This design comes from an exercise in tuning for small area and a short achievable clock period on the open sky130 flow, not from production work.
Only simulation tests tie the RTL to the original design; equivalence was not proved.
Power figures rest on the tool's default switching activity, not on a simulated workload.

==> flow/design.v <==
module ALU (
    input clk, en,    
    input [7:0] a, b,
    input [3:0] s,    
    output reg [15:0] y,  
    output reg carry , zero  
);
reg [7:0] a_in, b_in;  
reg [1:0] flags;
reg [15:0] out_y;  
always @( posedge clk , posedge en) begin
    if (en) begin
        a_in <= 0; b_in <= 0; y <= 0;
        carry <= 0; zero <= 0;
    end
    else begin  
        a_in <= a; b_in <= b; y <= out_y;
        carry <= flags [0]; zero <= flags [1];
    end
end
always @(a_in, b_in, s) begin
flags = 2'b00;
case (s)
    4'd0: begin
        out_y ={7'd0, ( {1'b0, a_in} + {1'b0, b_in} )};  
        flags [0] = out_y [8] ;  
    end
    4'd1: begin
        out_y ={7'd0, ( {1'b0, a_in} - {1'b0, b_in} )};  
        flags [0] = out_y[8] ;  
    end
    4'd2: begin
        out_y = {7'd0 ,({1'b0, a_in} + 9'd1)};  
        flags [0] = out_y[8];  
    end
    4'd3: begin
        out_y = {7'd0, ({1'b0, a_in} - 9'd1)};  
        flags[0] = out_y[8];  
    end
    4'd4: out_y =( a_in * b_in );  
    4'd5: out_y = (b_in == 8'd0) ? 16'd0 : ( a_in / b_in );  
    4'd6: out_y ={8'd0, ( a_in & b_in )};  
    4'd7: out_y ={8'd0, ( a_in | b_in )};  
    4'd8: out_y ={8'd0, ( a_in ^ b_in )};  
    4'd9: out_y ={8'd0, ~( a_in & b_in )};  
    4'd10: out_y ={8'd0, ~( a_in | b_in )};  
    4'd11: out_y ={8'd0, ~( a_in ^ b_in )};  
    4'd12: begin
        flags[0] = a_in[7];  
        out_y = {8'd0 , (a_in<<1)};  
    end
    4'd13: begin
        flags[0] = a_in[0] ;  
        out_y = {8'd0, (a_in>>1)};  
    end
    4'd14: out_y = {8'd0, a_in [0], a_in [7:1]};  
    4'd15: out_y = {8'd0, a_in [6:0], a_in[7]};  
    default : out_y =16'd0;
    endcase  
    if(!out_y) flags[1] = 1;  
    end
endmodule
==> flow/run.sh <==
#!/bin/bash
# synth_recipe.tcl (not shown) runs the flow's synth.tcl, then flattens the netlist and writes it again
# the make line also repeats each setting of config.mk as NAME=value (left out here)
make -C /OpenROAD-flow-scripts/flow DESIGN_CONFIG=/design/flow/config.mk WORK_HOME=/design/flow/orfs CLKGATE_MAP_FILE= SYNTH_SCRIPT=/design/flow/synth_recipe.tcl finish
==> flow/config.mk <==
export PLATFORM = sky130hd
export DESIGN_NAME = ALU
export DESIGN_NICKNAME = ALU
export VERILOG_FILES = /design/flow/design.v
export SDC_FILE = /design/flow/constraint.sdc
export NUM_CORES = 4
export LEC_CHECK = 0
export CAP_MARGIN = 20
export CORE_MARGIN = 2
export CORE_UTILIZATION = 40
export SLEW_MARGIN = 20
==> flow/constraint.sdc <==
create_clock -name core_clock -period 30.0 [get_ports {clk}]
set_input_delay 6.0000 -clock core_clock [delete_from_list [all_inputs] [get_ports {clk}]]
set_output_delay 6.0000 -clock core_clock [all_outputs]
set_load 0.01 [all_outputs]
==> flow_summary.ini, run 1 <==
[global_routing]
antenna_found_initial = 0
grt_pass1_vias = 9682
track_usage = 0.239
grt_overflow = 0
grt_pass1_wl_um = 51200
grt_max_degree = 46

[job]
cap_violations = 0

[setup_path]
crit_path_end_kind = flip-flop
r2r_start = b_in[0]
reg2reg_slack_ns = 2.01
start_kind = flip-flop
crit_top_cell = o21a_1
critical_path_arrival_ns = 28.18
crit_slowest_cell = dfrtp_2
critPathMaxFanout = 19
critPathKind = reg2reg
reg2regPathDepth = 128
cp.required_ns = 30.19
reg2reg_to = zero
slowest_delay_ns = 0.51

[cts]
cts_root_buffer = clkbuf_16
clk_pin_slew_ns = 0.06
cts_tree = built
clock_path_buffers = 2
insertion_delay_ns = 0.29
hold_buffers = 0
clock-sinks = 34
numCtsBuffers = 5
clock_tree.htree_level_count = 2

[route]
detail-route-antenna-nets = 0
route.detailed.drc = 0
wl_per_cell_um = 18.5
drt_iter0_markers = 792
drt_first_pass_iters = 5
vias = 10200
via_per_inst = 5.91
routed_wl_um = 31900

[die]
core-area_mm2 = 0.0251
die_h_um = 164
num_io_pins = 40
start_util = 0.405
die_w_um = 164
fp-row-count = 58
dieArea_mm2 = 0.0267

[synthesis]
synthMostInstantiatedCell = ha_1
yosysWarnings = 1
async_reset_ff_frac = 1.00
synth_edf_count = 0
synth_flop_cell = dfrtp_1
synth_cell_type_count = 95
yosysTopAreaCell = ha_1
synth_area_mm2 = 0.0102
ys_seq_elements = 34
syn_avg_cell_area_um2 = 7.57
synth_top_cells_by_count = 165 x ha_1, 163 x nor2_1, 123 x nand2_1
netlist_instances = 1344
synthTopCellsByArea = ha_1 20%, dfrtp_1 8.4%, fa_1 7.5%, nor2_1 6.0%, nand2_1 4.5%
yosysTopAreaCellShare = 0.203
ys_seq_area_frac = 0.0836

[hold_path]
whs_path_depth = 2
holdCritStartpoint = a_in[0]
hold_path_class = reg2reg
hold_end = carry

[place]
dp_slack_ns = 0.178
hpwl_um = 24400
portBuffers = 39
place.gp.congestion = 0.908

[power_and_ir_drop]
finalPower_mw = 1.35
power_leakage_nw = 5.24
vdd.ir_drop.worst_mv = 0.255
powerDensity_mw_per_mm2 = 118

[sta]
finalCritPeriodShare = 0.933
skew_ns = 0.00689
hold_violations = 0
relSlewSlack = 0.456
timing.fmax_ghz = 0.0357
tns_ns = 0
fin_crit_ns = 27.99
timing.final.ws_setup_ns = 2.01
finalSetupViolations = 0
slew_viol_final = 0
tightest_slew_ns = 0.814

[final_layout]
layout-drive-gt1-share = 0.0935
antenna_cells = 0
nNetsFinal = 1615
fillCellCount = 2544
finish.utilization = 0.454
area_growth_pct = 12.0

[run_status]
status = timing/DRC/antenna clean
[through the flow]
step,hold slack [ns],instances,area [um2]
after floorplan,0.669,1351,10200
after global placement,0.881,1697,11000
after detailed placement,0.900,1697,11000
after CTS,0.904,1705,11100
after global routing,0.959,1721,11400
final,0.931,1721,11400
[layout by cell type, fill, tap and decap left out, drive strengths merged, types with 19 or more instances in the layout]
cell type      count
ha               165
o31ai             23
a21oi             93
a21o              19
mux2              26
nor3              43
inv               89
nand3             22
o21ai             66
dfrtp             34
o21a              38
clkdlybuf4s50     39
or3               20
buf               36
nor2             164
nand2            123
fa                38
xnor2             46
[repair_timing]
action                                  CTS  global route
setup buffers                             0            16
gates resized for setup                   0            31
endpoints found under the setup margin    0             3
[final cells by class]
type	instances	area [um2]	area share
tap	330	413	0.0362
clock buffer	6	139	0.0122
clock inverter	2	12.5	0.00110
sequential	34	855	0.0750
timing repair buffer	75	661	0.0580
multi-input combinational	1182	8970	0.787
inverter	92	345	0.0303
[critical path, delay by kind of cell, from the launching register on]
family	cells	cell delay, ns
buf+inv	6	1.07
flops	1	0.51
compound gates	68	13.42
fa+ha+maj	13	4.20
mux	5	1.57
simple gates	36	7.08
[flip-flops by register name, summed over array words and instances (netlist names)]
name   flops
zero       1
b_in       8
y         16
a_in       8
carry      1
[where the power goes]
part / internal [mW] / switching (mW) / leakage, nW
Clock: 0.0329 / 0.0226 / 0.0729
Sequential: 0.0509 / 0.00544 / 0.415
Combinational: 0.559 / 0.674 / 4.75
Total: 0.643 / 0.702 / 5.24
[cell families (layout without fill, tap and decap cells)]
logic type,Yosys count,in the layout,synth area share
and+or+nand+nor,479,479,0.224
AOI/OAI and AO/OA,387,387,0.263
adders and majority gates,203,203,0.278
buffers and inverters,135,175,0.0514
xor gates and xnor gates,61,61,0.0525
muxes,44,44,0.0468
DFF,34,34,0.0836
other,1,8,0.000368
[layer usage]
| layer | part of all wire | global-route usage | vias to the layer above | routed length, um |
|---|---|---|---|---|
| li1 | - | - | 4993 | - |
| met1 | 0.46 | 0.339 | 4764 | 14800 |
| met2 | 0.44 | 0.383 | 351 | 14100 |
| met3 | 0.068 | 0.0328 | 60 | 2180 |
| met4 | 0.026 | 0.0574 | 0 | 835 |
| met5 | 0 | 0 | - | 0 |
[worst max-delay path by stage]
stage / startpoint / to / cells after the start
2_1_floorplan: b_in[0] / zero / 124
3_3_place_gp: b_in[0] / zero / 126
3_5_place_dp: b_in[0] / zero / 126
4_1_cts: b_in[0] / zero / 126
5_1_grt: b_in[0] / zero / 128
6_report: b_in[0] / zero / 128
==> inputs of run 2 (changes only) <==
==> flow/design.v (replaced) <==
module ALU (
    input clk, en,
    input [7:0] a, b,
    input [3:0] s,
    output reg [15:0] y,
    output reg carry, zero
);
reg [7:0] a_in, b_in;
always @(posedge clk, posedge en) begin
    if (en) begin
        a_in <= 0; b_in <= 0;
    end else begin
        a_in <= a; b_in <= b;
    end
end
wire       sub = s[0];
wire       use_b = ~s[1];
wire [7:0] opb = use_b ? (b_in ^ {8{sub}}) : {8{sub & ~use_b}};
wire       cin = use_b ? sub : ~sub;
wire [8:0] sum = {1'b0, a_in} + {1'b0, opb} + {8'd0, cin};
wire       c9 = sum[8] ^ sub;
wire [15:0] prod = a_in * b_in;
wire [7:0] q;
wire [7:0] r0 = {7'd0, a_in[7]};
wire g0 = (b_in[7:1] == 0) && (a_in[7] >= b_in[0]);
assign q[7] = g0;
wire [0:0] rr0 = g0 ? (a_in[7] - b_in[0]) : a_in[7];
wire [1:0] t1 = {rr0, a_in[6]};
wire [2:0] d1 = {1'b0, t1} - {1'b0, b_in[1:0]};
wire g1 = (b_in[7:2] == 0) && !d1[2];
assign q[6] = g1;
wire [1:0] rr1 = g1 ? d1[1:0] : t1;
wire [2:0] t2 = {rr1, a_in[5]};
wire [3:0] d2 = {1'b0, t2} - {1'b0, b_in[2:0]};
wire g2 = (b_in[7:3] == 0) && !d2[3];
assign q[5] = g2;
wire [2:0] rr2 = g2 ? d2[2:0] : t2;
wire [3:0] t3 = {rr2, a_in[4]};
wire [4:0] d3 = {1'b0, t3} - {1'b0, b_in[3:0]};
wire g3 = (b_in[7:4] == 0) && !d3[4];
assign q[4] = g3;
wire [3:0] rr3 = g3 ? d3[3:0] : t3;
wire [4:0] t4 = {rr3, a_in[3]};
wire [5:0] d4 = {1'b0, t4} - {1'b0, b_in[4:0]};
wire g4 = (b_in[7:5] == 0) && !d4[5];
assign q[3] = g4;
wire [4:0] rr4 = g4 ? d4[4:0] : t4;
wire [5:0] t5 = {rr4, a_in[2]};
wire [6:0] d5 = {1'b0, t5} - {1'b0, b_in[5:0]};
wire g5 = (b_in[7:6] == 0) && !d5[6];
assign q[2] = g5;
wire [5:0] rr5 = g5 ? d5[5:0] : t5;
wire [6:0] t6 = {rr5, a_in[1]};
wire [7:0] d6 = {1'b0, t6} - {1'b0, b_in[6:0]};
wire g6 = (b_in[7] == 0) && !d6[7];
assign q[1] = g6;
wire [6:0] rr6 = g6 ? d6[6:0] : t6;
wire [7:0] t7 = {rr6, a_in[0]};
wire [8:0] d7 = {1'b0, t7} - {1'b0, b_in};
assign q[0] = !d7[8];
wire bz = (b_in == 0);
reg [15:0] out_y;
reg c;
always @(*) begin
    c = 1'b0;
    case (s)
    4'd0, 4'd1, 4'd2, 4'd3: begin out_y = {7'd0, c9, sum[7:0]}; c = c9; end
    4'd4: out_y = prod;
    4'd5: out_y = bz ? 16'd0 : {8'd0, q};
    4'd6: out_y = {8'd0, a_in & b_in};
    4'd7: out_y = {8'd0, a_in | b_in};
    4'd8: out_y = {8'd0, a_in ^ b_in};
    4'd9: out_y = {8'd0, ~(a_in & b_in)};
    4'd10: out_y = {8'd0, ~(a_in | b_in)};
    4'd11: out_y = {8'd0, ~(a_in ^ b_in)};
    4'd12: begin out_y = {8'd0, a_in[6:0], 1'b0}; c = a_in[7]; end
    4'd13: begin out_y = {9'd0, a_in[7:1]}; c = a_in[0]; end
    4'd14: out_y = {8'd0, a_in[0], a_in[7:1]};
    default: out_y = {8'd0, a_in[6:0], a_in[7]};
    endcase
end
always @(posedge clk, posedge en) begin
    if (en) begin
        y <= 0; carry <= 0; zero <= 0;
    end else begin
        y <= out_y; carry <= c; zero <= (out_y == 0);
    end
end
endmodule
==> run 2 against run 1 <==
Still clean. Total power shrank 76%. Worst hold slack lost 0.038 ns. Setup slack gained 16 ns. Fmax grew 130%. Via count shrank 48%. Routed wire length shrank 43%. Sequential cell count is the same. Synthesized area shrank 41%. Critical endpoint unchanged. Largest power group unchanged.
==> flow_summary.ini, run 2 <==
[cts]
cts_tree = built
numCtsBuffers = 5
cts_setup_buffers = 0
clk_pin_slew_ns = 0.06
hold_buffers = 0
cts_resized = 0
clock_tree.htree_level_count = 2
clock_path_buffers = 2
insertion_delay_ns = 0.28
clock-sinks = 34
cts_root_buffer = clkbuf_16

[synthesis]
synth_area_mm2 = 0.00598
yosysTopAreaCell = ha_1
syn_avg_cell_area_um2 = 8.70
netlist_instances = 687
ys_seq_area_frac = 0.142
synth_top_cells_by_count = 105 x ha_1, 89 x inv_1, 71 x nor2_1
ys_seq_elements = 34
synth_flop_cell = dfrtp_1
yosysWarnings = 1
yosysTopAreaCellShare = 0.220
synth_edf_count = 0
async_reset_ff_frac = 1.00
synthMostInstantiatedCell = ha_1
synthTopCellsByArea = ha_1 22%, fa_1 15%, dfrtp_1 14%, inv_1 5.6%, nor2_1 4.5%
synth_cell_type_count = 67

[place]
portBuffers = 39
hpwl_um = 14100
place.gp.congestion = 0.925

[global_routing]
grt_overflow = 0
grt_pass1_wl_um = 29600
antenna_found_initial = 0
grt_pass1_vias = 5454
grt_max_degree = 31
track_usage = 0.234

[route]
via_per_inst = 5.83
routed_wl_um = 18200
wl_per_cell_um = 20.2
drt_first_pass_iters = 6
drt_iter0_markers = 448
detail-route-antenna-nets = 0
route.detailed.drc = 0
vias = 5265

[power_and_ir_drop]
power_leakage_nw = 3.21
powerDensity_mw_per_mm2 = 47.0
vdd.ir_drop.worst_mv = 0.0471

[die]
start_util = 0.410
fp-row-count = 44
num_io_pins = 40
die_h_um = 126
dieArea_mm2 = 0.0159
die_w_um = 126
core-area_mm2 = 0.0146

[run_status]
status = timing/DRC/antenna clean

[sta]
timing.fmax_ghz = 0.0826
tns_ns = 0
hold_violations = 0
finalSetupViolations = 0
fin_crit_ns = 12.10
skew_ns = 0.00683
slew_viol_final = 0
tightest_slew_ns = 1.19
whs_ns = 0.893
rsz0062_at_grt = no
finalCritPeriodShare = 0.403
relSlewSlack = 0.203

[setup_path]
start_kind = flip-flop
crit_top_cell = ha_1
crit_slowest_cell = o31ai_2
crit_path_end_kind = flip-flop
cp.required_ns = 30.18
slowest_delay_ns = 0.61
critPathMaxFanout = 9
critPathKind = reg2reg
critical_path_arrival_ns = 12.29

[final_layout]
nNetsFinal = 889
antenna_cells = 0
fillCellCount = 1383
layout-drive-gt1-share = 0.0570
final_cell_mix = 105 x ha_1, 89 x inv_1, 71 x nor2_1
top_register = y
largest_reg_flops = 16
area_growth_pct = 12.7
top_regs = y x16, a_in x8, b_in x8
layout_commonest_cell = ha_1

[job]
cap_violations = 0

[hold_path]
hold_path_class = reg2reg
[run 2: cell types whose count changed after synthesis, moves of 22 or more]
cell / delta
nor2_1: -92
nand2_1: -71
ha_1: -60
a21oi_1: -57
nor3_1: -34
o21ai_0: -34
o21a_1: -31
xnor2_1: -23
o31ai_1: -22
[run 2: final cells by class]
cell class / count / area [um2] / share of cell area
clock buffers: 5 / 125 / 0.0186
clock inverters: 3 / 68.8 / 0.0102
inverters: 91 / 342 / 0.0507
multi-input cells: 544 / 4710 / 0.699
flip-flops and latches: 34 / 851 / 0.126
well taps: 184 / 230 / 0.0342
repair buffers: 42 / 413 / 0.0613
[run 2: path summary, 6_finish.rpt]
| kind | start | cells after the start | to | slack (ns) |
|---|---|---|---|---|
| worst max-delay path | a_in[7] | 47 | zero | 17.90 |
| worst min-delay path | a_in[7] | 2 | carry | 0.89 |
| worst max register to register | a_in[7] | 47 | zero | 17.90 |
| worst min register to register | a_in[7] | 2 | carry | 0.89 |
| max in group asynchronous | en | 3 | b_in[0] | 23.36 |
| min in group asynchronous | en | 2 | a_in[2] | 5.99 |
[run 2: worst max-delay path: cells and delay by family, from the launching register on]
family / cells / cell delay, ns
fa+ha+maj: 8 / 2.68
mux: 3 / 1.10
flops: 1 / 0.59
simple gates: 13 / 1.79
compound gates: 20 / 5.40
buf+inv: 3 / 0.44
[run 2: metal layers]
| metal | vias to the layer above | track usage | wire length (um) |
|---|---|---|---|
| met1 | 2583 | 0.323 | 8120 |
| met4 | 0 | 0.0724 | 623 |
| li1 | 2438 | - | - |
| met2 | 197 | 0.386 | 8430 |
| met5 | - | 0 | 0 |
| met3 | 47 | 0.0255 | 1060 |
[run 2: kinds of logic after synthesis]
| logic type | Yosys count | synth area share |
|---|---|---|
| buf+inv | 109 | 0.0699 |
| simple gates | 179 | 0.139 |
| compound gates | 155 | 0.183 |
| mux | 27 | 0.0496 |
| fa+ha+maj | 149 | 0.367 |
| xor+xnor | 34 | 0.0498 |
| flops | 34 | 0.142 |
[run 2: power breakdown]
group          switching, mW  internal (mW)
combinational          0.112         0.0814
clock                 0.0196         0.0477
sequential           0.00607         0.0502
total                  0.137          0.179
[run 2: through the flow]
| step | cell area [um2] | setup slack, ns | util | instances | power, mW |
|---|---|---|---|---|---|
| 2_1_floorplan | 5980 | 19.67 | - | 687 | 0.190 |
| 3_3_place_gp | 6550 | 18.67 | 0.449 | 895 | 0.244 |
| 3_5_place_dp | 6550 | 18.12 | 0.449 | 895 | 0.248 |
| 4_1_cts | 6740 | 18.02 | 0.462 | 903 | 0.318 |
| 5_1_grt | 6740 | 16.98 | 0.462 | 903 | 0.343 |
| 6_report | 6740 | 17.90 | 0.462 | 903 | 0.317 |

==> afterwards: timing with drivers on the ports <==
The results above use ideal ports. As a check the final layouts listed here were re-extracted and re-timed, cells and wires unchanged.
Step 1 assumes that a clkbuf_16 drives the clock port and a buf_2 every other input.
Step 2 also shifts input and output timing later by t, the mid clock arrival at the registers, as if the neighbouring blocks saw the same clock.
a / b / c = no drivers / after step 1 / after step 2; a / b = the first two.
| run | t, ns | slack for setup (ns) | worst hold slack (ns) | slew at the worst register clock pin (ns) |
|---|---|---|---|---|
| run 1 | 0.328 | 2.011 / 2.011 / 2.011 | 0.931 / 0.931 / 0.931 | 0.06 / 0.06 |
| run 2 | 0.305 | 17.896 / 17.896 / 17.896 | 0.893 / 0.893 / 0.893 | 0.06 / 0.06 |
After both steps setup and hold are still met in every run listed.
